What follows belongs to an exercise in optimizing a design on an open flow for small area and a short achievable clock period; a production flow would make more cautious choices.
Only simulation tests tie the RTL to the original design; equivalence was not proved.
No activity file was given, so power comes from the tool's default toggle rates.

File: flow/flow/run.sh
#!/bin/bash
# The standard layout (standard.sh: the standard flow's own synthesis and ORFS flow) with two changes:
# - the input and output ports are buffered with sky130_fd_sc_hd__buf_2 cells instead of
#   the cell buffer_ports picks by default;
# - ORFS's repair_timing steps aim for 9 ns of setup slack rather than 0, so that they size
#   up the slowest paths; the clock and constraints are the design's.
# Make's full output goes to flow_make.log here; ORFS's own logs are under orfs/logs.
set -euo pipefail
export BUFFER_PORTS_ARGS="-buffer_cell sky130_fd_sc_hd__buf_2"
export SETUP_SLACK_MARGIN=9
export TNS_END_PERCENT=20
bash standard.sh finish > flow_make.log 2>&1
File: flow/standard.sh
#!/bin/bash
# synth_recipe.tcl (not shown) runs the flow's synth.tcl, then flattens the netlist and writes it again
# the make line also repeats each setting of config.mk as NAME=value (left out here)
make -C /OpenROAD-flow-scripts/flow DESIGN_CONFIG=/design/flow/config.mk WORK_HOME=/design/flow/orfs CLKGATE_MAP_FILE= SYNTH_SCRIPT=/design/flow/synth_recipe.tcl "${@:-finish}"
File: flow/config.mk
export PLATFORM = sky130hd
export DESIGN_NAME = as2650
export DESIGN_NICKNAME = as2650
export VERILOG_FILES = /design/flow/design.v
export SDC_FILE = /design/flow/constraint.sdc
export NUM_CORES = 4
export LEC_CHECK = 0
export CAP_MARGIN = 20
export CORE_MARGIN = 2
export CORE_UTILIZATION = 50
export CTS_BUF_LIST = sky130_fd_sc_hd__clkbuf_16
export CTS_CLUSTER_DIAMETER = 100
export CTS_CLUSTER_SIZE = 20
export SLEW_MARGIN = 20
File: flow/constraint.sdc
create_clock -name core_clock -period 16.0 [get_ports {clk}]
set_input_delay 3.2000 -clock core_clock [delete_from_list [all_inputs] [get_ports {clk}]]
set_output_delay 3.2000 -clock core_clock [all_outputs]
set_load 0.01 [all_outputs]
File: flow/design.v
`default_nettype none
module as2650(
	input clk,
	input rst,
	input [7:0] bus_in,
	output [7:0] bus_out,
	output le_lo,
	output le_hi,
	output OEb,
	output WEb,
	output bus_dir,
	output IOC,
	output IOD,
	input [6:0] irqs,
	output flag,
	input sense,
	output [7:0] ext_io_addr,
	output io_bus_cyc,
	output io_bus_we,
	output [7:0] io_bus_out,
	input [7:0] io_bus_in,
	output [7:0] debug_psl,
	output [7:0] debug_psu,
	output [32:0] la_data_out,
	input wb_hidden_rom_enable,
	output reg cpu_hidden_rom_enable,
	output WE_ram
);
localparam FETCH = 0;
localparam PARAM1 = 1;
localparam PARAM2 = 2;
localparam DATA1 = 3;
localparam IO1 = 4;
localparam IO2 = 5;
localparam INVALID = 6;
localparam HALT = 7;
localparam EXT_IO1 = 8;
localparam EXT_IO2 = 9;
localparam EXT_IO3 = 10;
localparam EXT_IO4 = 11;
localparam INTERRUPT_ACTION1 = 12;
reg trap;
reg [2:0] irq_num;
reg [7:0] r0, r1, r2, r3, r5, r6, r7;
reg [7:0] psu;
reg [7:0] psl;
assign debug_psu = psu;
assign debug_psl = psl;
assign flag = psu[6];
reg [15:0] stack [15:0];
reg [12:0] PC;
reg [2:0] page_reg;
reg [11:0] ivectors_base;
reg [15:0] last_addr;
reg [3:0] cycle;
reg [7:0] insin;
reg [15:0] instruction_args_latch;
reg extend;
reg [1:0] warmup;
reg halted;
wire warm = warmup != 2'b00;
wire reset = rst || warm;
reg indirect_cyc;
reg [1:0] indexed_cyc;
reg relative_cyc;
reg [2:0] chirp_ptr;
wire [3:0] sp = psu[3:0];
wire [3:0] sp_m1 = sp - 4'd1;
wire [3:0] sp_p1 = sp + 4'd1;
wire [15:0] TOS = stack[sp_m1];
wire [7:0] r1_v = psl[4] ? r5 : r1;
wire [7:0] r2_v = psl[4] ? r6 : r2;
wire [7:0] r3_v = psl[4] ? r7 : r3;
assign la_data_out = {halted, r3_v, r2_v, r1_v, r0};
function [7:0] rd;
	input [1:0] a;
	begin
		case(a)
			2'd1: rd = r1_v;
			2'd2: rd = r2_v;
			2'd3: rd = r3_v;
			default: rd = r0;
		endcase
	end
endfunction
wire [7:0] instruction = cycle == FETCH ? bus_in : insin;
wire is_RETURN = (instruction[7:2] == 6'b000101 || instruction[7:2] == 6'b001101) && !extend;
wire is_DAR = instruction[7:2] == 6'b100101 && !extend;
wire is_CLR = instruction[7:2] == 6'h31 && !extend;
wire is_EXT = instruction == 8'hB7 && !extend;
wire is_HALT = instruction == 8'h40 && !extend;
wire is_NOP = instruction == 8'hC0 && !extend;
wire is_XCHG = instruction == 8'h91 && !extend;
wire is_MUL = instruction == 8'h90 && !extend;
wire is_ZBR = (instruction == 8'h9B || instruction == 8'hBB) && !extend;
wire is_BXA = (instruction == 8'h9F || instruction == 8'hBF) && !extend;
wire is_LPS = instruction[7:1] == 7'h49 && !extend;
wire is_SPS = instruction[7:1] == 7'h09 && !extend;
wire is_BRANCH = instruction[4:3] == 2'b11;
wire needs_param = (instruction[3:2] == 2'b01 || instruction[3:2] == 2'b10) && !is_RETURN && !is_DAR && !is_CLR && !is_EXT && !extend;
wire needs_2_param = instruction[3:2] == 2'b11 || (extend && instruction[3:2] == 2'b10);
wire is_indexed = ((instruction[3:2] == 2'b11 && instruction_args_latch[14:13] != 2'b00) && !is_BRANCH && !indirect_cyc && !extend) || (extend && (instruction[7:2] == 6'h03 || instruction[7:2] == 6'h33));
wire is_indirect_pre = (instruction[3:2] == 2'b10 || instruction[3:2] == 2'b11) && !indirect_cyc && !extend;
wire is_indirect_p1 = bus_in[7] && is_indirect_pre;
wire is_indirect_p2 = instruction_args_latch[15] && is_indirect_pre;
wire is_store = (instruction[7:4] == 4'hC && !is_NOP && !extend) || (instruction[7:3] == 5'h19 && extend);
wire is_COM = instruction[7:4] == 4'hE && !extend;
wire is_ALU_op = !instruction[4] && !is_store && !is_HALT && !is_COM && (!extend || instruction[3] == 1);
wire is_immediate = instruction[3:2] == 2'b01;
wire is_zero_reg = instruction[3:2] == 2'b00;
wire is_add_sub = instruction[7:5] == 3'h4 || instruction[7:5] == 3'h5;
wire is_relative = instruction[3:2] == 2'b10;
wire is_PUSH = instruction == 8'h10 && !extend;
wire is_POP = instruction == 8'h11 && !extend;
wire is_TPS = instruction[7:1] == 7'h5A && !extend;
wire is_CPS = instruction[7:1] == 7'h3A && !extend;
wire is_PPS = instruction[7:1] == 7'h3B && !extend;
wire is_RRR = instruction[7:2] == 6'h14 && !extend;
wire is_RRL = instruction[7:2] == 6'h34 && !extend;
wire is_TMI = instruction[7:2] == 6'h3D && !extend;
wire is_IO_READ = (instruction[7:2] == 6'h0C || instruction[7:2] == 6'h1C) && !extend;
wire is_IO_WRITE = (instruction[7:2] == 6'h2C || instruction[7:2] == 6'h3C) && !extend;
wire is_CPL = instruction[7:2] == 6'h38 && extend;
wire is_PSHS = instruction == 8'h10 && extend;
wire is_POPS = instruction == 8'h11 && extend;
wire is_SVB = instruction == 8'h12 && extend;
wire is_CHRP = instruction == 8'h13 && extend;
wire is_EXT_IO = (instruction[7:2] == 6'h15 || instruction[7:2] == 6'h35) && !extend;
wire is_TRAP = instruction == 8'h90 && extend;
wire is_CLRT = instruction == 8'h91 && extend;
wire is_LIR = instruction == 8'h92 && extend;
wire is_SIR = instruction == 8'h93 && extend;
wire [2:0] instr_reg_a = {psl[4], instruction[1:0]};
wire [7:0] instr_reg_v = rd(instruction[1:0]);
wire is_store_q = (insin[7:4] == 4'hC && insin != 8'hC0 && !extend) || (insin[7:3] == 5'h19 && extend);
wire is_IO_READ_q = (insin[7:2] == 6'h0C || insin[7:2] == 6'h1C) && !extend;
wire is_IO_WRITE_q = (insin[7:2] == 6'h2C || insin[7:2] == 6'h3C) && !extend;
wire [7:0] instr_reg_v_q = rd(insin[1:0]);
wire [12:0] PC_p1 = PC + 13'd1;
wire q_RETURN = (insin[7:2] == 6'b000101 || insin[7:2] == 6'b001101) && !extend;
wire q_DAR = insin[7:2] == 6'b100101 && !extend;
wire q_CLR = insin[7:2] == 6'h31 && !extend;
wire q_EXT = insin == 8'hB7 && !extend;
wire q_HALT = insin == 8'h40 && !extend;
wire q_NOP = insin == 8'hC0 && !extend;
wire q_XCHG = insin == 8'h91 && !extend;
wire q_MUL = insin == 8'h90 && !extend;
wire q_ZBR = (insin == 8'h9B || insin == 8'hBB) && !extend;
wire q_BXA = (insin == 8'h9F || insin == 8'hBF) && !extend;
wire q_LPS = insin[7:1] == 7'h49 && !extend;
wire q_SPS = insin[7:1] == 7'h09 && !extend;
wire q_BRANCH = insin[4:3] == 2'b11;
wire q_needs_param = (insin[3:2] == 2'b01 || insin[3:2] == 2'b10) && !q_RETURN && !q_DAR && !q_CLR && !q_EXT && !extend;
wire q_needs_2_param = insin[3:2] == 2'b11 || (extend && insin[3:2] == 2'b10);
wire q_indexed = ((insin[3:2] == 2'b11 && instruction_args_latch[14:13] != 2'b00) && !q_BRANCH && !indirect_cyc && !extend) || (extend && (insin[7:2] == 6'h03 || insin[7:2] == 6'h33));
wire q_indirect_pre = (insin[3:2] == 2'b10 || insin[3:2] == 2'b11) && !indirect_cyc && !extend;
wire q_indirect_p1 = bus_in[7] && q_indirect_pre;
wire q_indirect_p2 = instruction_args_latch[15] && q_indirect_pre;
wire q_store = (insin[7:4] == 4'hC && !q_NOP && !extend) || (insin[7:3] == 5'h19 && extend);
wire q_COM = insin[7:4] == 4'hE && !extend;
wire q_ALU_op = !insin[4] && !q_store && !q_HALT && !q_COM && (!extend || insin[3] == 1);
wire q_immediate = insin[3:2] == 2'b01;
wire q_zero_reg = insin[3:2] == 2'b00;
wire q_add_sub = insin[7:5] == 3'h4 || insin[7:5] == 3'h5;
wire q_relative = insin[3:2] == 2'b10;
wire q_PUSH = insin == 8'h10 && !extend;
wire q_POP = insin == 8'h11 && !extend;
wire q_TPS = insin[7:1] == 7'h5A && !extend;
wire q_CPS = insin[7:1] == 7'h3A && !extend;
wire q_PPS = insin[7:1] == 7'h3B && !extend;
wire q_RRR = insin[7:2] == 6'h14 && !extend;
wire q_RRL = insin[7:2] == 6'h34 && !extend;
wire q_TMI = insin[7:2] == 6'h3D && !extend;
wire q_IO_READ = (insin[7:2] == 6'h0C || insin[7:2] == 6'h1C) && !extend;
wire q_IO_WRITE = (insin[7:2] == 6'h2C || insin[7:2] == 6'h3C) && !extend;
wire q_CPL = insin[7:2] == 6'h38 && extend;
wire q_PSHS = insin == 8'h10 && extend;
wire q_POPS = insin == 8'h11 && extend;
wire q_SVB = insin == 8'h12 && extend;
wire q_CHRP = insin == 8'h13 && extend;
wire q_EXT_IO = (insin[7:2] == 6'h15 || insin[7:2] == 6'h35) && !extend;
wire q_TRAP = insin == 8'h90 && extend;
wire q_CLRT = insin == 8'h91 && extend;
wire q_LIR = insin == 8'h92 && extend;
wire q_SIR = insin == 8'h93 && extend;
wire q_CC_BRANCH = insin[7:4] == 4'h1 || insin[7:4] == 4'h3 || insin[7:4] == 4'h9 || insin[7:4] == 4'hB;
wire q_REG_BRANCH = !q_CC_BRANCH;
wire q_BRANCH_SUB = insin[7:4] != 4'hF && insin[5:4] == 2'b11;
wire [2:0] instr_reg_a_q = {psl[4], insin[1:0]};
wire [12:0] PC_p2 = PC + 13'd2;
wire [12:0] PC_p3 = PC + 13'd3;
wire [12:0] PC_p23 = needs_2_param ? PC_p3 : PC_p2;
wire [7:0] rel_lo = {1'b0, PC_p1[6:0]} + {1'b0, bus_in[6:0]};
wire [5:0] rel_hi_p1 = PC_p1[12:7] + 6'd1;
wire [5:0] rel_hi_m1 = PC_p1[12:7] - 6'd1;
wire [5:0] rel_hi = rel_lo[7] == bus_in[6] ? PC_p1[12:7] : (rel_lo[7] ? rel_hi_p1 : rel_hi_m1);
wire [12:0] relative_eff_address_pre = {rel_hi, rel_lo[6:0]};
wire [15:0] relative_eff_address = {page_reg, relative_eff_address_pre};
wire is_CC_BRANCH = instruction[7:4] == 4'h1 || instruction[7:4] == 4'h3 || instruction[7:4] == 4'h9 || instruction[7:4] == 4'hB;
wire is_REG_BRANCH = !is_CC_BRANCH;
wire is_BRANCH_SUB = instruction[7:4] != 4'hF && instruction[5:4] == 2'b11;
wire [7:0] reg_plus_1 = instr_reg_v + 8'd1;
wire [7:0] reg_minus_1 = instr_reg_v - 8'd1;
wire bcr_nonzero = instruction[7:4] == 4'hD ? instr_reg_v != 8'hFF : (instruction[7:4] == 4'hF ? instr_reg_v != 8'h01 : instr_reg_v != 8'h00);
wire should_branch = (is_CC_BRANCH && instruction[7] && psl[7:6] != instruction[1:0]) || (is_CC_BRANCH && !instruction[7] && instruction[1:0] == 2'b11) || (is_CC_BRANCH && !instruction[7] && psl[7:6] == instruction[1:0] || (is_REG_BRANCH && bcr_nonzero)) || is_ZBR || is_BXA;
wire [15:0] zbr_target = {(bus_in[6] ? 10'b0000000111 : 10'h000), bus_in[5:0]};
wire is_interrupt_cycle = cycle == INTERRUPT_ACTION1;
wire is_data_fetch_cycle = relative_cyc || indirect_cyc || cycle == DATA1 || is_interrupt_cycle;
wire is_instr_fetch_cycle = (cycle == FETCH || cycle == PARAM1 || cycle == PARAM2) && !is_data_fetch_cycle;
wire indexed_data1 = indexed_cyc != 2'b00 && cycle == DATA1;
wire IO_cyc = cycle == IO1 || cycle == IO2;
reg [15:0] requested_addr;
wire hit = last_addr == requested_addr;
wire hi_eq = requested_addr[15:8] == last_addr[15:8];
wire lo_eq = requested_addr[7:0] == last_addr[7:0];
wire mem_cyc = (is_instr_fetch_cycle || is_data_fetch_cycle) && !IO_cyc;
wire le_lo_act = mem_cyc && !lo_eq && hi_eq;
wire le_hi_act = mem_cyc && !hi_eq;
assign le_lo = le_lo_act && !rst;
assign le_hi = le_hi_act && !rst;
wire write_cyc = (cycle == DATA1 || (cycle == PARAM1 && relative_cyc)) && is_store_q;
wire [7:0] alu_instr_reg_q = indexed_data1 ? r0 : instr_reg_v_q;
assign OEb = (!(((is_instr_fetch_cycle || is_data_fetch_cycle) && hit) || (IO_cyc && is_IO_READ_q)) || write_cyc) || rst;
assign WE_ram = (write_cyc && hit) && !rst;
wire WEb_run = !(write_cyc || (is_IO_WRITE_q && cycle == IO1)) || (!hit && !IO_cyc);
assign WEb = WEb_run || rst;
assign bus_out = is_IO_WRITE_q && IO_cyc ? instr_reg_v_q : (le_lo_act ? requested_addr[7:0] : (le_hi_act ? requested_addr[15:8] : alu_instr_reg_q));
assign bus_dir = (!(!WEb_run || le_lo_act || le_hi_act || (is_IO_WRITE_q && IO_cyc))) || rst;
assign IOC = IO_cyc && !insin[6];
assign io_bus_cyc = cycle == EXT_IO3 || cycle == EXT_IO4;
assign io_bus_we = insin[7];
assign io_bus_out = instr_reg_v_q;
assign ext_io_addr = instruction_args_latch[15:8];
assign IOD = IO_cyc && insin[6];
reg [15:0] mul_res;
function [1:0] fadd;
	input x, y, z;
	begin
		fadd = {(x & y) | (x & z) | (y & z), x ^ y ^ z};
	end
endfunction
integer mi, mj;
reg [7:0] ms, mc;
reg [1:0] mt;
always @(*) begin
	for(mj = 0; mj < 8; mj = mj + 1) begin
		ms[mj] = r0[mj] & r1_v[0];
		mc[mj] = 1'b0;
	end
	mul_res[0] = ms[0];
	for(mi = 1; mi < 8; mi = mi + 1) begin
		for(mj = 0; mj < 8; mj = mj + 1) begin
			mt = fadd(r0[mj] & r1_v[mi], mj < 7 ? ms[mj + 1] : 1'b0, mc[mj]);
			ms[mj] = mt[0];
			mc[mj] = mt[1];
		end
		mul_res[mi] = ms[0];
	end
	mul_res[15:8] = {1'b0, ms[7:1]} + mc;
end
wire [7:0] rrr = psl[3] ? {psl[0], instr_reg_v[7:1]} : {instr_reg_v[0], instr_reg_v[7:1]};
wire [7:0] rrl = psl[3] ? {instr_reg_v[6:0], psl[0]} : {instr_reg_v[6:0], instr_reg_v[7]};
wire [7:0] alu_instr_reg = indexed_data1 ? r0 : instr_reg_v;
wire [7:0] alu_input1 = is_zero_reg ? r0 : alu_instr_reg;
wire [7:0] alu_input2 = is_zero_reg ? instr_reg_v : bus_in;
wire [2:0] alu_op = instruction[7:5];
wire alu_inv = alu_op != 3'd4;
wire alu_cin = alu_op == 3'd4 ? (psl[3] && psl[0]) : (alu_op == 3'd5 ? (!psl[3] || psl[0]) : 1'b0);
wire [8:0] alu_sum = {1'b0, alu_input1} + {1'b0, alu_inv ? ~alu_input2 : alu_input2} + {8'h00, alu_cin};
reg [8:0] alu_next;
always @(*) begin
	case(alu_op)
		1: alu_next = {psl[0], alu_input1 ^ alu_input2};
		2: alu_next = {psl[0], alu_input1 & alu_input2};
		3: alu_next = {psl[0], alu_input1 | alu_input2};
		4: alu_next = alu_sum;
		5: alu_next = alu_sum;
		default: alu_next = {psl[0], alu_input2};
	endcase
end
wire next_idc = alu_next[4] != alu_input1[4] ^ (alu_op == 5 ? ~alu_input2[4] : alu_input2[4]);
wire next_ovf = alu_input1[7] == alu_input2[7] && alu_next[7] != alu_input1[7];
wire cmp_eq = alu_input1 == alu_input2;
wire cmp_gt = alu_sum[8];
wire [1:0] cmp_cc = cmp_eq ? 2'b00 : ((psl[1] || alu_input1[7] == alu_input2[7]) ? (cmp_gt ? 2'b01 : 2'b10) : (alu_input1[7] ? 2'b10 : 2'b01));
function [1:0] cc_of;
	input [7:0] v;
	begin
		cc_of = v[7] ? 2'b10 : (v != 8'h00 ? 2'b01 : 2'b00);
	end
endfunction
wire [55:0] chirp_tab = {7'd10, 7'd13, 7'h21, 7'h70, 7'h72, 7'h69, 7'h68, 7'h43};
wire [6:0] chirpchar = chirp_tab[{chirp_ptr, 3'b000} - {3'b000, chirp_ptr} +: 7];
wire [7:0] irqs_all = {irqs[6], irqs[5], irqs[4], trap, irqs[3], irqs[2], irqs[1], irqs[0]};
wire [2:0] irq_enc = irqs_all[7] ? 3'h7 : (irqs_all[6] ? 3'h6 : (irqs_all[5] ? 3'h5 : (irqs_all[4] ? 3'h4 : (irqs_all[3] ? 3'h3 : (irqs_all[2] ? 3'h2 : (irqs_all[1] ? 3'h1 : 3'h0))))));
localparam WB_ALU = 4'd0, WB_REG = 4'd1, WB_INC = 4'd2, WB_DEC = 4'd3, WB_NOT = 4'd4, WB_CHRP = 4'd5, WB_ZERO = 4'd6, WB_R0 = 4'd7,
	WB_DAR = 4'd8, WB_RRR = 4'd9, WB_RRL = 4'd10, WB_PSL = 4'd11, WB_PSU = 4'd12, WB_BUS = 4'd13, WB_IO = 4'd14;
localparam PCS_HOLD = 3'd0, PCS_P1 = 3'd1, PCS_P23 = 3'd2, PCS_REL = 3'd3, PCS_ZBR = 3'd4, PCS_ABS = 3'd5, PCS_TOS = 3'd6;
localparam ITS_HOLD = 3'd0, ITS_ZBR = 3'd1, ITS_REL = 3'd2, ITS_IND2 = 3'd3, ITS_INT = 3'd4;
localparam A_HOLD = 2'd0, A_BUS = 2'd1, A_REG = 2'd2;
localparam ST_PC = 2'd0, ST_R10 = 2'd1, ST_PS = 2'd2;
localparam PR_MUL = 2'd0, PR_XCHG = 2'd1, PR_TOS = 2'd2;
localparam INS_HOLD = 3'd0, INS_BUS = 3'd1, INS_0C = 3'd2, INS_CC = 3'd3, INS_3F = 3'd4;
localparam ALL_FIELDS = 2'd0, ALL_TOS = 2'd1, ALL_R0 = 2'd2, ALL_CP = 2'd3;
localparam CC_HOLD = 3'd0, CC_CMP = 3'd1, CC_WB = 3'd2, CC_MUL = 3'd3, CC_01 = 3'd4, CC_TPS = 3'd5, CC_TMI = 3'd6;
localparam F_HOLD = 2'd0, F_ALU = 2'd1, F_RRR = 2'd2, F_RRL = 2'd3;
localparam SP_HOLD = 2'd0, SP_INC = 2'd1, SP_DEC = 2'd2;
localparam II_HOLD = 2'd0, II_CLR = 2'd1, II_SET = 2'd2;
wire [3:0] bcr_sel = instruction[7:4] == 4'hD ? WB_INC : (instruction[7:4] == 4'hF ? WB_DEC : WB_REG);
wire [3:0] bcr_sel_q = insin[7:4] == 4'hD ? WB_INC : (insin[7:4] == 4'hF ? WB_DEC : WB_REG);
reg trap_n;
reg [2:0] irq_num_n;
reg [11:0] ivb_n;
reg [3:0] cycle_n;
reg extend_n, halted_n, ind_n, rel_n;
reg [1:0] idx_n;
reg [2:0] chirp_n;
reg chre_n;
reg wb_en;
reg [2:0] wb_a;
reg [3:0] wb_sel;
reg pr_en;
reg [1:0] pr_sel;
reg st_en;
reg [1:0] st_sel;
reg [2:0] pc_sel, it_sel, ins_sel, cc_sel;
reg [1:0] ah_sel, al_sel, psl_all, psu_all, c_sel, idc_sel, sp_sel, ii_sel;
reg ovf_sel, cp_set;
always @(*) begin
	trap_n = trap;
	irq_num_n = irq_num;
	ivb_n = ivectors_base;
	cycle_n = cycle;
	extend_n = extend;
	halted_n = halted;
	ind_n = indirect_cyc;
	rel_n = relative_cyc;
	idx_n = indexed_cyc;
	chirp_n = chirp_ptr;
	chre_n = cpu_hidden_rom_enable;
	wb_en = 1'b0;
	wb_a = instr_reg_a;
	wb_sel = WB_ALU;
	pr_en = 1'b0;
	pr_sel = PR_MUL;
	st_en = 1'b0;
	st_sel = ST_PC;
	pc_sel = PCS_HOLD;
	it_sel = ITS_HOLD;
	ins_sel = INS_HOLD;
	ah_sel = A_HOLD;
	al_sel = A_HOLD;
	psl_all = ALL_FIELDS;
	psu_all = ALL_FIELDS;
	cc_sel = CC_HOLD;
	c_sel = F_HOLD;
	idc_sel = F_HOLD;
	ovf_sel = 1'b0;
	sp_sel = SP_HOLD;
	ii_sel = II_HOLD;
	cp_set = 1'b0;
	case(cycle)
	FETCH: begin
		ind_n = 1'b0;
		rel_n = 1'b0;
		idx_n = 2'b00;
		if(hit) begin
			pc_sel = PCS_P1;
			ins_sel = INS_BUS;
			if(is_LIR) begin
				ah_sel = A_REG;
				al_sel = A_REG;
				cycle_n = DATA1;
				extend_n = 1'b0;
				ins_sel = INS_0C;
			end else if(is_SIR) begin
				ah_sel = A_REG;
				al_sel = A_REG;
				cycle_n = DATA1;
				extend_n = 1'b0;
				ins_sel = INS_CC;
			end else if(needs_param || needs_2_param) begin
				if(is_BRANCH && !should_branch) begin
					pc_sel = PCS_P23;
					cycle_n = FETCH;
					if(is_REG_BRANCH) begin
						wb_en = 1'b1;
						wb_sel = bcr_sel;
					end
				end else cycle_n = PARAM1;
			end else begin
				if(is_HALT) halted_n = 1'b1;
				extend_n = is_EXT;
				if(is_CPL) begin
					wb_en = 1'b1;
					wb_sel = WB_NOT;
				end
				if(is_TRAP) trap_n = 1'b1;
				if(is_CLRT) trap_n = 1'b0;
				if(is_XCHG) begin
					pr_en = 1'b1;
					pr_sel = PR_XCHG;
				end
				if(is_PUSH) begin
					st_en = 1'b1;
					st_sel = ST_R10;
					sp_sel = SP_INC;
				end
				if(is_POP) begin
					pr_en = 1'b1;
					pr_sel = PR_TOS;
					sp_sel = SP_DEC;
				end
				if(is_PSHS) begin
					st_en = 1'b1;
					st_sel = ST_PS;
					sp_sel = SP_INC;
				end
				if(is_POPS) begin
					psl_all = ALL_TOS;
					psu_all = ALL_TOS;
				end
				if(is_SVB) ivb_n = {r1_v, r0[7:4]};
				if(is_CHRP) begin
					wb_en = 1'b1;
					wb_a = 3'b000;
					wb_sel = WB_CHRP;
					chirp_n = chirp_ptr + 3'd1;
					cc_sel = CC_01;
				end
				if(is_CLR) begin
					wb_en = 1'b1;
					wb_sel = WB_ZERO;
				end
				if(is_RETURN) begin
					if(instruction[1:0] == 2'b11 || instruction[1:0] == psl[7:6]) begin
						pc_sel = PCS_TOS;
						sp_sel = SP_DEC;
						if(instruction[5]) ii_sel = II_CLR;
					end
				end
				if(is_MUL) begin
					pr_en = 1'b1;
					pr_sel = PR_MUL;
					cc_sel = CC_MUL;
				end
				if(is_COM && is_zero_reg) begin
					cc_sel = CC_CMP;
				end else if(is_ALU_op && is_zero_reg) begin
					wb_en = 1'b1;
					wb_a = 3'b000;
					wb_sel = WB_ALU;
					c_sel = F_ALU;
					cc_sel = CC_WB;
					if(is_add_sub) begin
						idc_sel = F_ALU;
						ovf_sel = 1'b1;
					end
				end else if(is_store && !is_NOP && is_zero_reg) begin
					wb_en = 1'b1;
					wb_sel = WB_R0;
					cc_sel = CC_WB;
				end
				if(is_DAR) begin
					wb_en = 1'b1;
					wb_sel = WB_DAR;
				end
				if(is_RRR) begin
					if(psl[3]) begin
						c_sel = F_RRR;
						idc_sel = F_RRR;
					end
					cc_sel = CC_WB;
					wb_en = 1'b1;
					wb_sel = WB_RRR;
				end
				if(is_RRL) begin
					if(psl[3]) begin
						c_sel = F_RRL;
						idc_sel = F_RRL;
					end
					cc_sel = CC_WB;
					wb_en = 1'b1;
					wb_sel = WB_RRL;
				end
				if(is_LPS) begin
					if(instruction[0]) psl_all = ALL_R0;
					else psu_all = ALL_R0;
				end
				if(is_SPS) begin
					wb_en = 1'b1;
					wb_a = 3'b000;
					wb_sel = instruction[0] ? WB_PSL : WB_PSU;
					cc_sel = CC_WB;
				end
				cycle_n = is_HALT ? HALT : (is_IO_READ || is_IO_WRITE ? IO1 : FETCH);
			end
		end
	end
	PARAM1: begin
		if(hit) begin
			if(is_instr_fetch_cycle) pc_sel = PCS_P1;
			if(q_immediate || relative_cyc) begin
				if(q_store) begin
				end else if(q_ALU_op) begin
					wb_en = 1'b1;
					wb_sel = WB_ALU;
					c_sel = F_ALU;
					cc_sel = CC_WB;
					if(q_add_sub) begin
						idc_sel = F_ALU;
						ovf_sel = 1'b1;
					end
				end else begin
					if(q_TPS) cc_sel = CC_TPS;
					if(q_CPS) begin
						cp_set = 1'b0;
						if(insin[0]) psl_all = ALL_CP;
						else psu_all = ALL_CP;
					end
					if(q_PPS) begin
						cp_set = 1'b1;
						if(insin[0]) psl_all = ALL_CP;
						else psu_all = ALL_CP;
					end
					if(q_COM) cc_sel = CC_CMP;
					if(q_TMI) cc_sel = CC_TMI;
				end
				cycle_n = q_EXT_IO ? EXT_IO1 : FETCH;
				extend_n = 1'b0;
				rel_n = 1'b0;
			end else if(q_needs_2_param || indirect_cyc) begin
				cycle_n = PARAM2;
			end else if(q_relative && q_indirect_p1) begin
				it_sel = q_ZBR ? ITS_ZBR : ITS_REL;
				ind_n = 1'b1;
			end else if(q_relative && !q_indirect_p1) begin
				if(q_BRANCH) begin
					if(q_BRANCH_SUB) begin
						st_en = 1'b1;
						sp_sel = SP_INC;
					end
					pc_sel = q_ZBR ? PCS_ZBR : PCS_REL;
					if(q_REG_BRANCH) begin
						wb_en = 1'b1;
						wb_sel = bcr_sel_q;
					end
					extend_n = 1'b0;
					cycle_n = FETCH;
				end else begin
					rel_n = 1'b1;
					it_sel = ITS_REL;
				end
			end
			ah_sel = A_BUS;
		end
	end
	PARAM2: begin
		if(hit) begin
			if(is_instr_fetch_cycle) pc_sel = PCS_P1;
			if(!indirect_cyc && instruction_args_latch[14:13] != 2'b00 && !q_BRANCH) begin
				idx_n = q_indexed ? instruction_args_latch[14:13] : 2'b00;
				if(q_indexed && instruction_args_latch[14:13] != 2'b11 && !extend) begin
					wb_en = 1'b1;
					wb_sel = instruction_args_latch[14:13] == 2'b01 ? WB_INC : WB_DEC;
				end
			end
			if(q_indirect_p2 && !indirect_cyc) begin
				ind_n = 1'b1;
				it_sel = ITS_IND2;
				cycle_n = PARAM1;
			end else if(q_BRANCH) begin
				if(insin == 8'h1F) chre_n = 1'b0;
				if(q_BRANCH_SUB) begin
					st_en = 1'b1;
					sp_sel = SP_INC;
				end
				pc_sel = PCS_ABS;
				if(q_REG_BRANCH) begin
					wb_en = 1'b1;
					wb_sel = bcr_sel_q;
				end
				cycle_n = FETCH;
				extend_n = 1'b0;
			end else cycle_n = DATA1;
			al_sel = A_BUS;
		end
	end
	DATA1: begin
		if(hit) begin
			ind_n = 1'b0;
			idx_n = 2'b00;
			if(q_store) begin
			end else if(q_COM) begin
				cc_sel = CC_CMP;
			end else if(q_ALU_op) begin
				wb_en = 1'b1;
				wb_a = indexed_data1 ? 3'b000 : instr_reg_a_q;
				wb_sel = WB_ALU;
				c_sel = F_ALU;
				cc_sel = CC_WB;
				if(q_add_sub) begin
					idc_sel = F_ALU;
					ovf_sel = 1'b1;
				end
			end
			cycle_n = FETCH;
			extend_n = 1'b0;
		end
	end
	IO1: begin
		cycle_n = IO2;
	end
	IO2: begin
		if(q_IO_READ) begin
			wb_en = 1'b1;
			wb_sel = WB_BUS;
			cc_sel = CC_WB;
		end
		cycle_n = FETCH;
	end
	EXT_IO1: begin
		cycle_n = EXT_IO2;
	end
	EXT_IO2: begin
		cycle_n = EXT_IO3;
	end
	EXT_IO3: begin
		cycle_n = EXT_IO4;
	end
	EXT_IO4: begin
		if(!insin[7]) begin
			wb_en = 1'b1;
			wb_sel = WB_IO;
			cc_sel = CC_WB;
		end
		cycle_n = FETCH;
	end
	INTERRUPT_ACTION1: begin
		ins_sel = INS_3F;
		ind_n = 1'b1;
		it_sel = ITS_INT;
		ii_sel = II_SET;
		cycle_n = PARAM1;
	end
	default: begin
	end
	endcase
	if(cycle == HALT || (cycle == FETCH && !hit)) begin
		if(irqs != 7'h00 && !psu[5]) begin
			irq_num_n = irq_enc;
			cycle_n = INTERRUPT_ACTION1;
		end
	end
end
wire [7:0] dar_res = {instr_reg_v[7:4] + (psl[0] ? 4'h0 : 4'hA), instr_reg_v[3:0] + (psl[5] ? 4'h0 : 4'hA)};
wire c_f = cycle == FETCH;
wire c_p1 = cycle == PARAM1;
wire c_p2 = cycle == PARAM2;
wire s_bcr = (c_f && is_BRANCH) || ((c_p1 || c_p2) && q_BRANCH);
wire [3:0] bcr_op = c_f ? instruction[7:4] : insin[7:4];
wire s_inc = (s_bcr && bcr_op == 4'hD) || (c_p2 && !q_BRANCH && instruction_args_latch[14:13] == 2'b01);
wire s_dec = (s_bcr && bcr_op == 4'hF) || (c_p2 && !q_BRANCH && instruction_args_latch[14:13] == 2'b10);
wire s_reg = s_bcr && bcr_op != 4'hD && bcr_op != 4'hF;
wire s_not = c_f && is_CPL;
wire s_chrp = c_f && is_CHRP;
wire s_r0 = c_f && is_store && is_zero_reg;
wire s_dar = c_f && is_DAR;
wire s_rrr = c_f && is_RRR;
wire s_rrl = c_f && is_RRL;
wire s_psl = c_f && is_SPS && instruction[0];
wire s_psu = c_f && is_SPS && !instruction[0];
wire s_bus = cycle == IO2;
wire s_io = cycle == EXT_IO4;
wire s_alu = (c_f && is_ALU_op && is_zero_reg) || (c_p1 && !q_BRANCH) || cycle == DATA1;
wire [7:0] wb_other = ({8{s_inc}} & reg_plus_1) | ({8{s_dec}} & reg_minus_1) |
				({8{s_reg}} & instr_reg_v) | ({8{s_not}} & ~instr_reg_v) | ({8{s_chrp}} & {1'b0, chirpchar}) |
				({8{s_r0}} & r0) | ({8{s_dar}} & dar_res) | ({8{s_rrr}} & rrr) | ({8{s_rrl}} & rrl) |
				({8{s_psl}} & psl) | ({8{s_psu}} & psu) | ({8{s_bus}} & bus_in) | ({8{s_io}} & io_bus_in);
wire [7:0] wb_d = wb_other | ({8{s_alu}} & alu_next[7:0]);
reg [15:0] pr_d;
always @(*) begin
	case(pr_sel)
		PR_XCHG: pr_d = {r0, r1_v};
		PR_TOS: pr_d = TOS;
		default: pr_d = mul_res;
	endcase
end
reg [15:0] st_d;
always @(*) begin
	case(st_sel)
		ST_R10: st_d = {r1_v, r0};
		ST_PS: st_d = {psu, psl};
		default: st_d = {page_reg, indirect_cyc ? PC : PC_p1};
	endcase
end
wire [7:0] abs_hi = indirect_cyc || extend ? instruction_args_latch[15:8] : {page_reg[2], instruction_args_latch[14:8]};
wire [7:0] abs_hi_p1 = abs_hi + 8'd1;
wire [8:0] abs_lo = {1'b0, bus_in} + {1'b0, q_BXA ? r3_v : 8'h00};
wire [15:0] abs_target = {abs_lo[8] ? abs_hi_p1 : abs_hi, abs_lo[7:0]};
reg [15:0] pcp_n;
always @(*) begin
	case(pc_sel)
		PCS_P1: pcp_n = {page_reg, PC_p1};
		PCS_P23: pcp_n = {page_reg, PC_p23};
		PCS_REL: pcp_n = relative_eff_address;
		PCS_ZBR: pcp_n = zbr_target;
		PCS_ABS: pcp_n = abs_target;
		PCS_TOS: pcp_n = TOS;
		default: pcp_n = {page_reg, PC};
	endcase
end
wire [2:0] page_n = pcp_n[15:13];
wire [12:0] PC_n = pcp_n[12:0];
wire it_step_up = cycle == PARAM1 && hit;
wire it_step_down = cycle == PARAM2 && hit;
wire [15:0] ra_p1 = requested_addr + 16'd1;
wire [15:0] ra_m1 = requested_addr - 16'd1;
wire [15:0] it_held = it_step_down ? ra_m1 : (it_step_up ? ra_p1 : requested_addr);
reg [15:0] it_n;
always @(*) begin
	case(it_sel)
		ITS_ZBR: it_n = zbr_target;
		ITS_REL: it_n = relative_eff_address;
		ITS_IND2: it_n = q_BRANCH ? {page_reg[2], instruction_args_latch[14:8], bus_in} : {page_reg, instruction_args_latch[12:8], bus_in};
		ITS_INT: it_n = {ivectors_base, irq_num, 1'b0};
		default: it_n = it_held;
	endcase
end
wire [15:0] args_n = {ah_sel == A_BUS ? bus_in : (ah_sel == A_REG ? r3_v : instruction_args_latch[15:8]),
					al_sel == A_BUS ? bus_in : (al_sel == A_REG ? r2_v : instruction_args_latch[7:0])};
reg [7:0] insin_n;
always @(*) begin
	case(ins_sel)
		INS_BUS: insin_n = bus_in;
		INS_0C: insin_n = 8'h0C;
		INS_CC: insin_n = 8'hCC;
		INS_3F: insin_n = 8'h3F;
		default: insin_n = insin;
	endcase
end
wire [15:0] last_n = {le_hi_act ? requested_addr[15:8] : last_addr[15:8], le_lo_act ? requested_addr[7:0] : last_addr[7:0]};
reg [1:0] cc_n;
always @(*) begin
	case(cc_sel)
		CC_CMP: cc_n = cmp_cc;
		CC_WB: cc_n = s_alu ? cc_of(alu_next[7:0]) : cc_of(wb_other);
		CC_MUL: cc_n = mul_res[15] ? 2'b10 : ((r0 != 8'h00 && r1_v != 8'h00) ? 2'b01 : 2'b00);
		CC_01: cc_n = 2'b01;
		CC_TPS: cc_n = (((insin[0] ? psl : psu) & bus_in) == bus_in) ? 2'b00 : 2'b01;
		CC_TMI: cc_n = ((instr_reg_v_q & bus_in) == instr_reg_v_q) ? 2'b00 : 2'b01;
		default: cc_n = psl[7:6];
	endcase
end
reg c_n, idc_n;
always @(*) begin
	case(c_sel)
		F_ALU: c_n = alu_next[8];
		F_RRR: c_n = instr_reg_v[0];
		F_RRL: c_n = instr_reg_v[7];
		default: c_n = psl[0];
	endcase
	case(idc_sel)
		F_ALU: idc_n = next_idc;
		F_RRR: idc_n = instr_reg_v[6];
		F_RRL: idc_n = instr_reg_v[4];
		default: idc_n = psl[5];
	endcase
end
wire ovf_n = ovf_sel ? next_ovf : psl[2];
wire [3:0] sp_n = sp_sel == SP_INC ? sp_p1 : (sp_sel == SP_DEC ? sp_m1 : sp);
wire ii_n = ii_sel == II_CLR ? 1'b0 : (ii_sel == II_SET ? 1'b1 : psu[5]);
reg [7:0] psl_n, psu_n;
always @(*) begin
	case(psl_all)
		ALL_TOS: psl_n = TOS[7:0];
		ALL_R0: psl_n = r0;
		ALL_CP: psl_n = cp_set ? (psl | bus_in) : (psl & ~bus_in);
		default: psl_n = {cc_n, idc_n, psl[4:3], ovf_n, psl[1], c_n};
	endcase
	case(psu_all)
		ALL_TOS: psu_n = {TOS[15:12], sp_m1};
		ALL_R0: psu_n = r0;
		ALL_CP: psu_n = cp_set ? (psu | bus_in) : (psu & ~bus_in);
		default: psu_n = {sense, psu[6], ii_n, psu[4], sp_n};
	endcase
end
wire fetch_n = (cycle_n == FETCH || cycle_n == PARAM1 || cycle_n == PARAM2) && !(rel_n || ind_n);
wire [7:0] index_n = (cycle == PARAM2 && !indirect_cyc && !extend && instruction_args_latch[14:13] == 2'b01) ? instr_reg_v_q + 8'd1 :
					((cycle == PARAM2 && !indirect_cyc && !extend && instruction_args_latch[14:13] == 2'b10) ? instr_reg_v_q - 8'd1 : instr_reg_v_q);
wire [7:0] d1_hi = indirect_cyc || extend ? instruction_args_latch[15:8] : {page_reg, instruction_args_latch[12:8]};
wire [7:0] d1_hi_p1 = d1_hi + 8'd1;
wire [8:0] d1_lo = {1'b0, bus_in} + {1'b0, idx_n != 2'b00 ? index_n : 8'h00};
wire [15:0] d1_addr = cycle == PARAM2 ? {d1_lo[8] ? d1_hi_p1 : d1_hi, d1_lo[7:0]} :
					(cycle == FETCH ? {page_reg, r3_v[4:0], r2_v} : requested_addr);
wire [15:0] req_n = cycle_n == DATA1 ? d1_addr : (fetch_n ? pcp_n : ((ind_n || rel_n) ? it_n : 16'h0000));
always @(posedge clk) begin
	if(reset) begin
		requested_addr <= 16'h0000;
		psl <= 8'h00;
		psu <= 8'h20;  
		cycle <= (rst || warmup[1]) ? INVALID : FETCH;
		last_addr <= 16'hAAAA;
		insin <= 8'h00;
		PC <= 13'h0000;
		extend <= 1'b0;
		warmup <= rst ? 2'b11 : warmup - 2'd1;
		halted <= 1'b0;
		indirect_cyc <= 1'b0;
		relative_cyc <= 1'b0;
		indexed_cyc <= 2'b00;
		page_reg <= 3'b000;
		ivectors_base <= 12'h000;
		chirp_ptr <= 3'b000;
		trap <= 1'b0;
		cpu_hidden_rom_enable <= wb_hidden_rom_enable;
	end else begin
		trap <= trap_n;
		requested_addr <= req_n;
		irq_num <= irq_num_n;
		psu <= psu_n;
		psl <= psl_n;
		PC <= PC_n;
		page_reg <= page_n;
		ivectors_base <= ivb_n;
		last_addr <= last_n;
		cycle <= cycle_n;
		insin <= insin_n;
		extend <= extend_n;
		halted <= halted_n;
		indirect_cyc <= ind_n;
		relative_cyc <= rel_n;
		indexed_cyc <= idx_n;
		chirp_ptr <= chirp_n;
		cpu_hidden_rom_enable <= chre_n;
	end
end
always @(posedge clk) begin
	if(!reset && st_en) stack[sp] <= st_d;
end
wire [7:0] wd_lo = (pr_en ? pr_d[7:0] : wb_d) & {8{!reset}};
wire [7:0] wd_hi = (pr_en ? pr_d[15:8] : wb_d) & {8{!reset}};
wire [7:0] wd = wb_d & {8{!reset}};
wire wr_any = wb_en && !pr_en;
always @(posedge clk) begin
	if(reset || pr_en || (wr_any && wb_a[1:0] == 2'd0)) r0 <= wd_lo;
	if(reset || (pr_en && !psl[4]) || (wr_any && wb_a == 3'd1)) r1 <= wd_hi;
	if(reset || (pr_en && psl[4]) || (wr_any && wb_a == 3'd5)) r5 <= wd_hi;
	if(reset || (wr_any && wb_a == 3'd2)) r2 <= wd;
	if(reset || (wr_any && wb_a == 3'd3)) r3 <= wd;
	if(reset || (wr_any && wb_a == 3'd6)) r6 <= wd;
	if(reset || (wr_any && wb_a == 3'd7)) r7 <= wd;
end
always @(posedge clk) begin
	instruction_args_latch <= args_n;
end
endmodule
==> results.sh, run 1 <==
export IMPL_data_arrival_time_at_the_worst_slack_endpoint_ps=3780
export IMPL_synthesis_instances=3103
export IMPL_fp_dieH_um=251
export IMPL_die_area_mm2=0.0628
export IMPL_vias=27100
export IMPL_core_mm2=0.0602
export IMPL_routed_wirelength_mm=123
export IMPL_drt_initial_drc_count=3584
export IMPL_setup_viol=0
export IMPL_mostFrequentLayoutCells="sky130_fd_sc_hd__edfxtp_1 (326), sky130_fd_sc_hd__nor2_1 (267), sky130_fd_sc_hd__nand2_1 (263)"
export IMPL_grt_overflow_total=0
export IMPL_worst_setup_path_type="flop to primary output"
export IMPL_number_of_enable_type_register_cells_in_the_synthesized_netlist=326
export IMPL_routed_wire_length_per_instance_um=30.8
export IMPL_drc=0
export IMPL_avgSynthCellArea_um2=9.80
export IMPL_fin_crit_sh=0.436
export IMPL_drive_gt1_frac=0.174
export IMPL_power_share_switching=0.261
export IMPL_grtUsageMet1=0.522
export IMPL_run_status="timing/DRC/antenna clean"
export IMPL_proportion_of_synthesized_chip_area_in_sequential_cells=0.387
export IMPL_hold_viol=0
export IMPL_dr_pass1_iters=9
export IMPL_synth_top_cells_by_area="sky130_fd_sc_hd__edfxtp_1 (32%), sky130_fd_sc_hd__mux4_2 (6.5%), sky130_fd_sc_hd__dfxtp_1 (6.5%)"
export IMPL_power_ir_vdd_worst_mv=0.0841
export IMPL_synth_distinct_cells=99
export IMPL_largest_registers="stack (256), last_addr (16), requested_addr (16)"
export IMPL_root_buffer="sky130_fd_sc_hd__clkbuf_16"
export IMPL_cell_internal_pwr_w=0.00159
export IMPL_most_common_library_cell_in_the_layout_ignoring_fill_and_taps="sky130_fd_sc_hd__edfxtp_1"
export IMPL_hpwlAfterDp_mm=87.7
export IMPL_replace_congestion=1.01
export IMPL_grt_util_met3=0.0831
export IMPL_async_reset_ff_frac=0
export IMPL_grt_busiest_layer="met2"
export IMPL_synthesized_cell_area_mm2=0.0304
export IMPL_final_cell_count_no_fill=3977
export IMPL_worst_slew_pin_transition_ps=1240
export IMPL_synthToLayoutAreaGrowth_pct=10.8
export IMPL_cts_tree="done"
export IMPL_fraction_of_power_consumed_by_sequential_logic=0.550
export IMPL_dominant_cell_type_by_area_after_synthesis="sky130_fd_sc_hd__edfxtp_1"
export IMPL_ant_nets=0
export IMPL_largest_reg_flops=256
export IMPL_synth_net_count=3306
export IMPL_grt_max_degree=62
export IMPL_fmax_mhz=143
export IMPL_rsz0062_at_grt="true"
export IMPL_final_report_max_slew_violation_count=0
export IMPL_gr_usage_met2=0.583
export IMPL_io_pins=112
export IMPL_required_ps=12800
export IMPL_clock_sinks=424
export IMPL_vias_in_the_first_global_route=25800
export IMPL_tritoncts_num_buffers=28
export IMPL_fin_nets=3373
export IMPL_grt_first_pass_wirelength_mm=177
export IMPL_crit_fanout=9
export IMPL_die_x_um=251
export IMPL_cts_max_path_buffers=3
export IMPL_floorplan_initialDensity=0.505
export IMPL_grt_total_usage=0.382
export IMPL_power_frac_clock=0.350
export IMPL_dp_cells=3880
export IMPL_crit_path_max_incr_delay_ps=630
export IMPL_timing_critical_path_cells="buf_12 > buf_4 > mux2i_1 > inv_1 > buf_4 > mux4_2 > mux2_2 > mux2i_1 > o21ai_0 > buf_2"
export IMPL_registers_top_by_ff_count="stack"
export IMPL_setup_worst_path_end_class="primary output"
export IMPL_placementRows=90
export IMPL_max_cap_violations=0
export IMPL_p_comb_frac=0.100
export IMPL_finalClockSkew_ps=38.6
export IMPL_drt_vias_per_instance=6.81
export IMPL_synth_top_cell_area_share=0.322
export IMPL_setup_tns_final_ps=0
export IMPL_main_synth_ff_type="sky130_fd_sc_hd__edfxtp_1"
export IMPL_worstSkewPairLatency_ps=630
export IMPL_hold_buffers=0
export IMPL_buffer_ports_inserted=111
export IMPL_switching_power_w=0.000561
export IMPL_synth_yosys_warnings=1
export IMPL_power_per_cell_area_mw_per_mm2=63.7
export IMPL_min_delay_worst_type="flop to flop"
export IMPL_p_leak_nw=12.0
export IMPL_slew_headroom=0.168
export IMPL_synth_ff_latch_count=424
export IMPL_worst_setup_path_start_kind="flop"
export IMPL_cts_htree_levels=1
export IMPL_critical_path_cell_with_the_highest_stage_delay="sky130_fd_sc_hd__mux4_2"
export IMPL_period_needed_ps=6980
export IMPL_clkTransAtPathRegs_ps=100
export IMPL_antenna_found_initial=8
layer usage:
| layer | up-vias | part of all wire |
|---|---|---|
| met5 | - | 0.00022 |
| met4 | 4 | 0.053 |
| met3 | 337 | 0.11 |
| met2 | 1737 | 0.44 |
| met1 | 13300 | 0.40 |
| li1 | 11700 | - |
cell families (layout without fill, tap and decap cells):
group | after synthesis | in the layout | synth area share
AO/OA/AOI/OAI | 778 | 778 | 0.173
multiplexers | 213 | 213 | 0.108
XOR/XNOR | 135 | 135 | 0.0389
flip-flops | 424 | 424 | 0.387
other | 0 | 3 | 0
adder cells (fa/ha/maj) | 177 | 177 | 0.0851
AND/OR/NAND/NOR | 1011 | 1011 | 0.161
buffers and inverters | 365 | 454 | 0.0471
area by class of cell:
cell class	count	area [um2]
antenna	3	7.51
clock buffer	29	726
tap	782	978
sequential	424	11800
timing repair buffer	262	1780
fill	5382	26600
inverter	140	534
clock inverter	23	178
multi-input combinational	2314	17700
per-stage QoR:
step	area, um2	hold WS [ps]	power, W	setup slack, ps	util
2_1_floorplan	30500	431	0.00132	8940	-
3_3_place_gp	32000	441	0.00140	7430	0.531
3_5_place_dp	32000	446	0.00140	7310	0.531
4_1_cts	33200	458	0.00214	8640	0.552
5_1_grt	33700	485	0.00220	8910	0.559
6_report	33700	465	0.00215	9020	0.559
worst max-delay path: cells and delay by family (launching register included):
family          cells  cell delay (ps)
mux                 4             1580
compound gates      1              100
flops               1              390
buf+inv             5             1050
repair_timing:
item | CTS | global route
cloned | 0 | 1
setup buffers | 12 | 29
resized for setup | 59 | 45
endpoints found under the setup margin | 625 | 215
pin swaps | 7 | 12
cell usage after synthesis (all sizes together) (69+ instances only):
cell	instances
a21oi	200
and2	71
clkbuf	185
dfxtp	98
edfxtp	326
ha	126
inv	137
mux2i	85
mux4	88
nand2	266
nand3	69
nor2	284
nor3	87
o21ai	159
xnor2	94
power by group through the flow:
| stage | combinational (W) | clock, W | sequential (W) |
|---|---|---|---|
| finish | 0.000215 | 0.000750 | 0.00118 |
| global route | 0.000224 | 0.000793 | 0.00118 |
| CTS | 0.000202 | 0.000758 | 0.00118 |
| detailed placement | 0.000199 | 0 | 0.00121 |
| global placement | 0.000197 | 0 | 0.00121 |
| floorplan | 0.000121 | 0 | 0.00120 |
path summary, 6_finish.rpt:
| path | startpoint | slack [ps] | end | cells past startpoint |
|---|---|---|---|---|
| hold reg to reg | ivectors_base[2]$_SDFFE_PN0P_ | 460 | ivectors_base[2]$_SDFFE_PN0P_ | 2 |
| setup reg to reg | psl[4]$_SDFFE_PN0N_ | 9240 | psl[6]$_SDFFE_PN0P_ | 23 |
| hold / removal | ivectors_base[2]$_SDFFE_PN0P_ | 460 | ivectors_base[2]$_SDFFE_PN0P_ | 2 |
| setup / recovery | psl[4]$_SDFFE_PN0N_ | 9020 | bus_out[4] | 10 |
==> inputs of run 2 (changes only) <==
--- a/flow/flow/run.sh
+++ b/flow/flow/run.sh
@@ -8,5 +8,5 @@
 set -euo pipefail
 export BUFFER_PORTS_ARGS="-buffer_cell sky130_fd_sc_hd__buf_2"
 export SETUP_SLACK_MARGIN=9
-export TNS_END_PERCENT=20
+export TNS_END_PERCENT=5
 bash standard.sh finish > flow_make.log 2>&1
==> run 2 against run 1 <==
Largest cell class unchanged. Die area unchanged. Clock power about the same. Flip-flop and latch count unchanged. Synthesized area unchanged. Core utilization about the same. Critical endpoint is now r5[2]$_DFFE_PP_. Still clean. Combinational power about the same. Maximum frequency increased by 0.11%. Global-route usage decreased by 0.060 points.
==> results.sh, run 2 <==
export IMPL_run_status="timing/DRC/antenna clean"
export IMPL_synth_top_cell_area_share=0.322
export IMPL_main_synth_ff_type="sky130_fd_sc_hd__edfxtp_1"
export IMPL_cts_max_path_buffers=3
export IMPL_drive_gt1_frac=0.175
export IMPL_buffer_ports_inserted=111
export IMPL_synth_commonest_cells="sky130_fd_sc_hd__edfxtp_1 (326), sky130_fd_sc_hd__nor2_1 (284), sky130_fd_sc_hd__nand2_1 (266)"
export IMPL_rsz0062_at_grt="true"
export IMPL_grt_max_degree=62
export IMPL_root_buffer="sky130_fd_sc_hd__clkbuf_16"
export IMPL_setup_viol=0
export IMPL_hold_worst_slack_ps=462
export IMPL_hpwlAfterDp_mm=87.7
export IMPL_hold_buffers=0
export IMPL_die_x_um=251
export IMPL_grt_first_pass_wirelength_mm=177
export IMPL_routed_wire_length_per_instance_um=30.8
export IMPL_setup_worst_path_end_class="flop"
export IMPL_fp_dieH_um=251
export IMPL_grt_total_usage=0.381
export IMPL_worstSkewPairLatency_ps=640
export IMPL_setup_tns_final_ps=0
export IMPL_cts_htree_levels=1
export IMPL_seq_area_mm2=0.0118
export IMPL_floorplan_initialDensity=0.505
export IMPL_final_report_max_slew_violation_count=0
export IMPL_synthesis_instances=3103
export IMPL_dr_pass1_iters=8
export IMPL_multi_input_comb_area_mm2=0.0177
export IMPL_hold_viol=0
export IMPL_dominant_cell_type_by_area_after_synthesis="sky130_fd_sc_hd__edfxtp_1"
export IMPL_synthToLayoutAreaGrowth_pct=10.7
export IMPL_data_arrival_time_at_the_worst_slack_endpoint_ps=7300
export IMPL_async_reset_ff_frac=0
export IMPL_ant_nets=0
export IMPL_synth_yosys_warnings=1
export IMPL_synth_net_count=3306
export IMPL_required_ps=16340
export IMPL_synthesized_cell_area_mm2=0.0304
export IMPL_crit_fanout=25
export IMPL_largest_registers="stack (256), last_addr (16), requested_addr (16)"
export IMPL_drt_initial_drc_count=3531
export IMPL_worstHoldPathCells=2
export IMPL_grt_overflow_total=0
export IMPL_vias=27100
export IMPL_antenna_found_initial=7
export IMPL_proportion_of_synthesized_chip_area_in_sequential_cells=0.387
export IMPL_r2r_cells=24
export IMPL_placementRows=90
export IMPL_power_ir_vdd_worst_mv=0.0836
export IMPL_max_cap_violations=0
export IMPL_finalClockSkew_ps=39.9
export IMPL_fin_crit_sh=0.435
export IMPL_cts_tree="done"
export IMPL_synth_most_common_cell="sky130_fd_sc_hd__edfxtp_1"
export IMPL_clock_sinks=424
export IMPL_routed_wirelength_mm=123
export IMPL_most_common_library_cell_in_the_layout_ignoring_fill_and_taps="sky130_fd_sc_hd__edfxtp_1"
export IMPL_largest_reg_flops=256
export IMPL_period_needed_ps=6970
export IMPL_worst_setup_path_start_kind="input pin"
export IMPL_synth_distinct_cells=99
export IMPL_reg2reg_slack_ps=9180
export IMPL_fillerInstances=5357
export IMPL_number_of_enable_type_register_cells_in_the_synthesized_netlist=326
export IMPL_fmax_mhz=144
export IMPL_fin_nets=3372
export IMPL_worst_setup_path_type="input pin to flop"
export IMPL_slew_headroom=0.211
export IMPL_core_mm2=0.0602
export IMPL_p_leak_nw=12.0
export IMPL_drt_vias_per_instance=6.82
export IMPL_mostFrequentLayoutCells="sky130_fd_sc_hd__edfxtp_1 (326), sky130_fd_sc_hd__nor2_1 (267), sky130_fd_sc_hd__nand2_1 (263)"
export IMPL_die_area_mm2=0.0628
export IMPL_synth_ff_latch_count=424
export IMPL_avgSynthCellArea_um2=9.80
export IMPL_power_per_cell_area_mw_per_mm2=63.8
export IMPL_vias_in_the_first_global_route=25700
export IMPL_clkTransAtPathRegs_ps=90
export IMPL_tritoncts_num_buffers=28
export IMPL_min_delay_worst_type="flop to flop"
export IMPL_worst_slew_pin_transition_ps=1180
export IMPL_synth_top_cells_by_area="sky130_fd_sc_hd__edfxtp_1 (32%), sky130_fd_sc_hd__mux4_2 (6.5%), sky130_fd_sc_hd__dfxtp_1 (6.5%)"
export IMPL_drc=0
export IMPL_io_pins=112
export IMPL_replace_congestion=1.01
export IMPL_registers_top_by_ff_count="stack"
[run 2: cell counts after synthesis]
Identical to the previous run, type by type.
[run 2: path summary, 6_finish.rpt]
kind,to,from
max reg2reg,psl[6]$_SDFFE_PN0P_,psl[4]$_SDFFE_PN0N_
max,r5[2]$_DFFE_PP_,bus_in[0]
min reg2reg,ivectors_base[0]$_SDFFE_PN0P_,ivectors_base[0]$_SDFFE_PN0P_
min,ivectors_base[0]$_SDFFE_PN0P_,ivectors_base[0]$_SDFFE_PN0P_
[run 2: report_power, final]
part	total (W)	switching (W)	internal, W
combinational	0.000216	0.000146	0.0000702
clock	0.000753	0.000413	0.000340
sequential	0.00118	0.00000508	0.00118
total	0.00215	0.000564	0.00159
[run 2: logic make-up after synthesis]
| logic type | count (synthesis) | synth area share |
|---|---|---|
| AOI/OAI and AO/OA | 778 | 0.173 |
| xor gates and xnor gates | 135 | 0.0389 |
| adders and majority gates | 177 | 0.0851 |
| buffers and inverters | 365 | 0.0471 |
| DFF | 424 | 0.387 |
| muxes | 213 | 0.108 |
| and+or+nand+nor | 1011 | 0.161 |
[run 2: critical path, stage by stage]
cell and delay, ps:
sky130_fd_sc_hd__buf_2 120, sky130_fd_sc_hd__buf_12 160, sky130_fd_sc_hd__a21oi_4 190, sky130_fd_sc_hd__buf_8 180
sky130_fd_sc_hd__mux2i_1 300, sky130_fd_sc_hd__mux2i_4 150, sky130_fd_sc_hd__clkinvlp_4 150, sky130_fd_sc_hd__buf_4 130
sky130_fd_sc_hd__ha_1 240, sky130_fd_sc_hd__mux2i_1 120, sky130_fd_sc_hd__nor2_1 180, sky130_fd_sc_hd__a41o_1 330
sky130_fd_sc_hd__a31oi_1 120, sky130_fd_sc_hd__o311a_1 400, sky130_fd_sc_hd__o31ai_4 450, sky130_fd_sc_hd__nand3b_1 300
sky130_fd_sc_hd__o31ai_1 310, sky130_fd_sc_hd__buf_4 240
[run 2: metrics by stage]
| step | util | power (W) | cells | worst slack (ps) | cell area (um2) |
|---|---|---|---|---|---|
| floorplan | - | 0.00132 | 3103 | 8940 | 30500 |
| global placement | 0.531 | 0.00140 | 3879 | 7430 | 32000 |
| detailed placement | 0.531 | 0.00140 | 3880 | 7310 | 32000 |
| CTS | 0.550 | 0.00214 | 3937 | 8620 | 33100 |
| global route | 0.559 | 0.00220 | 3973 | 8860 | 33700 |
| finish | 0.559 | 0.00215 | 3979 | 9030 | 33700 |
[run 2: layer usage]
| layer | wire length (um) | vias to the layer above | global-route usage |
|---|---|---|---|
| met4 | 6440 | 4 | 0.174 |
| li1 | - | 11700 | - |
| met3 | 13900 | 347 | 0.0795 |
| met5 | 23 | - | 0 |
| met1 | 48500 | 13400 | 0.525 |
| met2 | 53600 | 1735 | 0.581 |
[run 2: layout make-up]
type                    count  area share
repair buffers            261      0.0524
well taps                 782      0.0291
diodes                      6    0.000446
clock buffers              29      0.0216
multi-input cells        2314       0.526
flip-flops and latches    424       0.349
inverters                 140      0.0160
clock inverters            23     0.00528
[run 2: what timing repair did]
item	CTS	global route
pin swaps	3	10
setup endpoints to repair	625	644
cloned	0	1
gates resized for setup	44	59
buffers inserted	5	35
==> inputs of run 3 (changes only) <==
--- a/flow/config.mk
+++ b/flow/config.mk
@@ -11,4 +11,5 @@
 export CTS_BUF_LIST = sky130_fd_sc_hd__clkbuf_16
 export CTS_CLUSTER_DIAMETER = 100
 export CTS_CLUSTER_SIZE = 20
+export PLACE_DENSITY = 0.8
 export SLEW_MARGIN = 20
==> run 3 against run 2 <==
Still clean. Combinational power fell by 3%. Critical path depth fell by 4. Clock skew fell by 3.6 ps. Final cell count fell by 0.75%. Core utilization fell by 0.31 points. Critical path type unchanged. Largest cell class unchanged. Largest power group unchanged.
==> results.sh, run 3 <==
export IMPL_clkTransAtPathRegs_ps=100
export IMPL_p_leak_nw=11.8
export IMPL_routed_wire_length_per_instance_um=29.8
export IMPL_timing_hold_worst_start="ivectors_base[6]$_SDFFE_PN0P_"
export IMPL_r2r_start="psl[4]$_SDFFE_PN0N_"
export IMPL_synthesized_cell_area_mm2=0.0304
export IMPL_vias=27700
export IMPL_synth_mux_area_frac=0.108
export IMPL_most_common_library_cell_in_the_layout_ignoring_fill_and_taps="sky130_fd_sc_hd__edfxtp_1"
export IMPL_critical_path_cell_with_the_highest_stage_delay="sky130_fd_sc_hd__ha_1"
export IMPL_hold_viol=0
export IMPL_main_synth_ff_type="sky130_fd_sc_hd__edfxtp_1"
export IMPL_crit_path_max_incr_delay_ps=670
export IMPL_drt_vias_per_instance=7.03
export IMPL_p_comb_frac=0.101
export IMPL_timing_critical_path_cells="buf_4 > mux2i_4 > inv_1 > ha_1 > nand2_1 > a41o_1 > a211oi_1 > nand2_2 > nor3_1 > ha_1 > a221oi_1 > a21oi_1 > nor2_1 > nor2_1"
export IMPL_worst_setup_path_start_kind="input pin"
export IMPL_hold_buffers=0
export IMPL_cts_max_path_buffers=3
export IMPL_fraction_of_power_consumed_by_sequential_logic=0.567
export IMPL_core_mm2=0.0602
export IMPL_run_status="timing/DRC/antenna clean"
export IMPL_largest_registers="stack (256), last_addr (16), requested_addr (16)"
export IMPL_vias_in_the_first_global_route=25700
export IMPL_fin_nets=3346
export IMPL_synthesis_instances=3103
export IMPL_clock_sinks=424
export IMPL_crit_fanout=32
export IMPL_setup_viol=0
export IMPL_dominant_cell_type_by_area_after_synthesis="sky130_fd_sc_hd__edfxtp_1"
export IMPL_synth_most_common_cell="sky130_fd_sc_hd__edfxtp_1"
export IMPL_drc=0
export IMPL_min_delay_worst_endpoint="ivectors_base[6]$_SDFFE_PN0P_"
export IMPL_post_synth_xor_area_fraction=0.0389
export IMPL_drt_initial_drc_count=4540
export IMPL_ant_nets=0
export IMPL_proportion_of_synthesized_chip_area_in_sequential_cells=0.387
export IMPL_fillerInstances=5172
export IMPL_synth_top_cell_area_share=0.322
export IMPL_avgSynthCellArea_um2=9.80
export IMPL_synth_adder_area_share=0.0851
export IMPL_synth_commonest_cells="sky130_fd_sc_hd__edfxtp_1 (326), sky130_fd_sc_hd__nor2_1 (284), sky130_fd_sc_hd__nand2_1 (266)"
export IMPL_dr_pass1_iters=7
export IMPL_worstHoldPathCells=2
export IMPL_floorplan_initialDensity=0.505
export IMPL_data_arrival_time_at_the_worst_slack_endpoint_ps=7380
export IMPL_worstSkewPairLatency_ps=630
export IMPL_grt_overflow_total=0
export IMPL_synth_ff_latch_count=424
export IMPL_grt_first_pass_wirelength_mm=170
export IMPL_power_ir_vdd_worst_mv=0.103
export IMPL_drive_gt1_frac=0.165
export IMPL_die_area_mm2=0.0628
export IMPL_number_of_enable_type_register_cells_in_the_synthesized_netlist=326
export IMPL_worst_slew_pin_transition_ps=1290
export IMPL_hpwlAfterDp_mm=81.0
export IMPL_grt_max_degree=62
export IMPL_synth_simple_gate_area_frac=0.161
export IMPL_worst_setup_path_type="input pin to flop"
export IMPL_power_per_cell_area_mw_per_mm2=62.2
export IMPL_root_buffer="sky130_fd_sc_hd__clkbuf_16"
export IMPL_min_delay_worst_type="flop to flop"
export IMPL_r2r_cells=23
export IMPL_die_x_um=251
export IMPL_reg2reg_slack_ps=9270
export IMPL_cts_tree="done"
export IMPL_synth_yosys_warnings=1
export IMPL_required_ps=16340
export IMPL_synth_top_family_by_area="compound AO/OA/AOI/OAI gates"
export IMPL_period_needed_ps=7030
export IMPL_buffer_ports_inserted=111
export IMPL_async_reset_ff_frac=0
export IMPL_placementRows=90
export IMPL_cts_htree_levels=1
export IMPL_synthToLayoutAreaGrowth_pct=10.1
export IMPL_final_core_occ=0.556
export IMPL_worst_flop_to_flop_path_endpoint="psl[6]$_SDFFE_PN0P_"
export IMPL_max_cap_violations=0
export IMPL_cell_internal_pwr_w=0.00155
export IMPL_routed_wirelength_mm=118
export IMPL_antenna_found_initial=6
export IMPL_registers_top_by_ff_count="stack"
export IMPL_synth_distinct_cells=99
export IMPL_fin_crit_sh=0.440
export IMPL_grt_total_usage=0.363
export IMPL_setup_worst_path_end_class="flop"
export IMPL_tritoncts_num_buffers=26
export IMPL_mostFrequentLayoutCells="sky130_fd_sc_hd__edfxtp_1 (326), sky130_fd_sc_hd__nor2_1 (266), sky130_fd_sc_hd__nand2_1 (263)"
export IMPL_synth_net_count=3306
export IMPL_power_share_switching=0.258
export IMPL_slew_headroom=0.129
export IMPL_finalClockSkew_ps=36.3
export IMPL_fp_dieH_um=251
export IMPL_fmax_mhz=142
export IMPL_rsz0062_at_grt="true"
export IMPL_dp_cells=3856
export IMPL_final_report_max_slew_violation_count=0
export IMPL_io_pins=112
export IMPL_critPathLaunch="bus_in[2]"
export IMPL_synth_compound_gate_area_share=0.173
export IMPL_setup_tns_final_ps=0
export IMPL_switching_power_w=0.000537
export IMPL_synth_top_cells_by_area="sky130_fd_sc_hd__edfxtp_1 (32%), sky130_fd_sc_hd__mux4_2 (6.5%), sky130_fd_sc_hd__dfxtp_1 (6.5%)"
export IMPL_largest_reg_flops=256
export IMPL_power_frac_clock=0.333
export IMPL_replace_congestion=1.06
export IMPL_final_cell_count_no_fill=3949
-- run 3: cell types whose count changed in the layout (fill, tap and decap cells not counted), sizes merged --
cell and change:
buf -23, clkbuf -4, clkinv -3, clkinvlp -2
diode -2, inv +4
-- run 3: critical path: cells and delay by family --
kind / cells / cell delay [ps]
AOI/OAI and AO/OA: 4 / 1500
buffers and inverters: 2 / 450
and+or+nand+nor: 5 / 1160
adders and majority gates: 2 / 860
muxes: 1 / 170
-- run 3: cells by family after synthesis --
logic type | after synthesis
mux | 213
fa+ha+maj | 177
xor+xnor | 135
flops | 424
compound gates | 778
simple gates | 1011
buf+inv | 365
-- run 3: routing by layer --
layer / wire length [um] / share of wire / global-route usage / vias up
li1: - / - / - / 11600
met1: 41600 / 0.35 / 0.472 / 13300
met2: 49800 / 0.42 / 0.538 / 2286
met3: 17300 / 0.15 / 0.110 / 543
met4: 8930 / 0.076 / 0.213 / 8
met5: 59 / 0.00050 / 0 / -
-- run 3: layout make-up --
type | instances | area [um2] | area share
diodes | 4 | 10.0 | 0.000299
clock buffers | 26 | 651 | 0.0194
clock inverters | 22 | 135 | 0.00404
inverters | 140 | 531 | 0.0158
multi-input cells | 2314 | 17900 | 0.533
flip-flops and latches | 424 | 11800 | 0.351
well taps | 782 | 978 | 0.0292
repair buffers | 237 | 1560 | 0.0466
-- run 3: worst max path at each step --
stage / cells past startpoint / slack [ps] / end
floorplan: 14 / 8940 / r1[0]$_DFFE_PP_
global placement: 15 / 7300 / r1[1]$_DFFE_PP_
detailed placement: 14 / 7150 / stack[1][6]$_DFFE_PP_
CTS: 20 / 8650 / r1[7]$_DFFE_PP_
global route: 18 / 8920 / psu[1]$_SDFFE_PN0P_
finish: 14 / 8970 / r0[2]$_DFFE_PP_
-- run 3: power groups by stage --
stage,Clock [W],Combinational (W),Sequential [W]
finish,0.000693,0.000210,0.00118
global route,0.000727,0.000217,0.00118
CTS,0.000691,0.000194,0.00118
detailed placement,0,0.000190,0.00121
global placement,0,0.000189,0.00121
floorplan,0,0.000121,0.00120
-- run 3: repair_timing --
action                                 4_1_cts  5_1_grt
setup buffers                                5       36
endpoints found under the hold margin        0        0
gates resized for setup                     53       57
setup endpoints to repair                  656      650
pin swaps                                    5       11
-- run 3: stage by stage --
step                setup WS [ps]  power (W)  hold slack [ps]  instance area [um2]
global placement             7300    0.00139              439                31800
finish                       8970    0.00208              460                33500
detailed placement           7150    0.00140              445                31800
CTS                          8650    0.00207              461                32900
global route                 8920    0.00213              472                33500
floorplan                    8940    0.00132              431                30500

==> separate check: timing with driven ports <==
Ports are ideal in the flow. The routed layouts listed here were re-timed in OpenROAD. Step 1, drivers: a clkbuf_16 drives clk and a buf_2 each remaining input, both assumed. Step 2 moves the port delays by t, midway between the first and last clock arrival at a register: inputs arrive t later, outputs are due t later. That takes back most of the time a late clock gives input paths. Three values: ideal ports, drivers, drivers and shift; two values: the first two.
| run | shift t [ns] | setup slack, ns | worst setup path after step 2 | slew at the worst register clock pin (ns) | cell pins on the clock port's net |
|---|---|---|---|---|---|
| run 1 | 0.680 | 9.025 / 8.958 / 8.407 | input to register | 0.10 / 0.10 | 1 |
| run 2 | 0.681 | 9.032 / 9.023 / 8.393 | input to register | 0.10 / 0.10 | 1 |
| run 3 | 0.671 | 8.967 / 8.941 / 8.335 | input to register | 0.11 / 0.11 | 1 |
After both steps setup and hold are still met in every run listed. The setup slack of run 2, which loses most, moves by -0.009 ns with the drivers and by -0.639 ns with both steps.
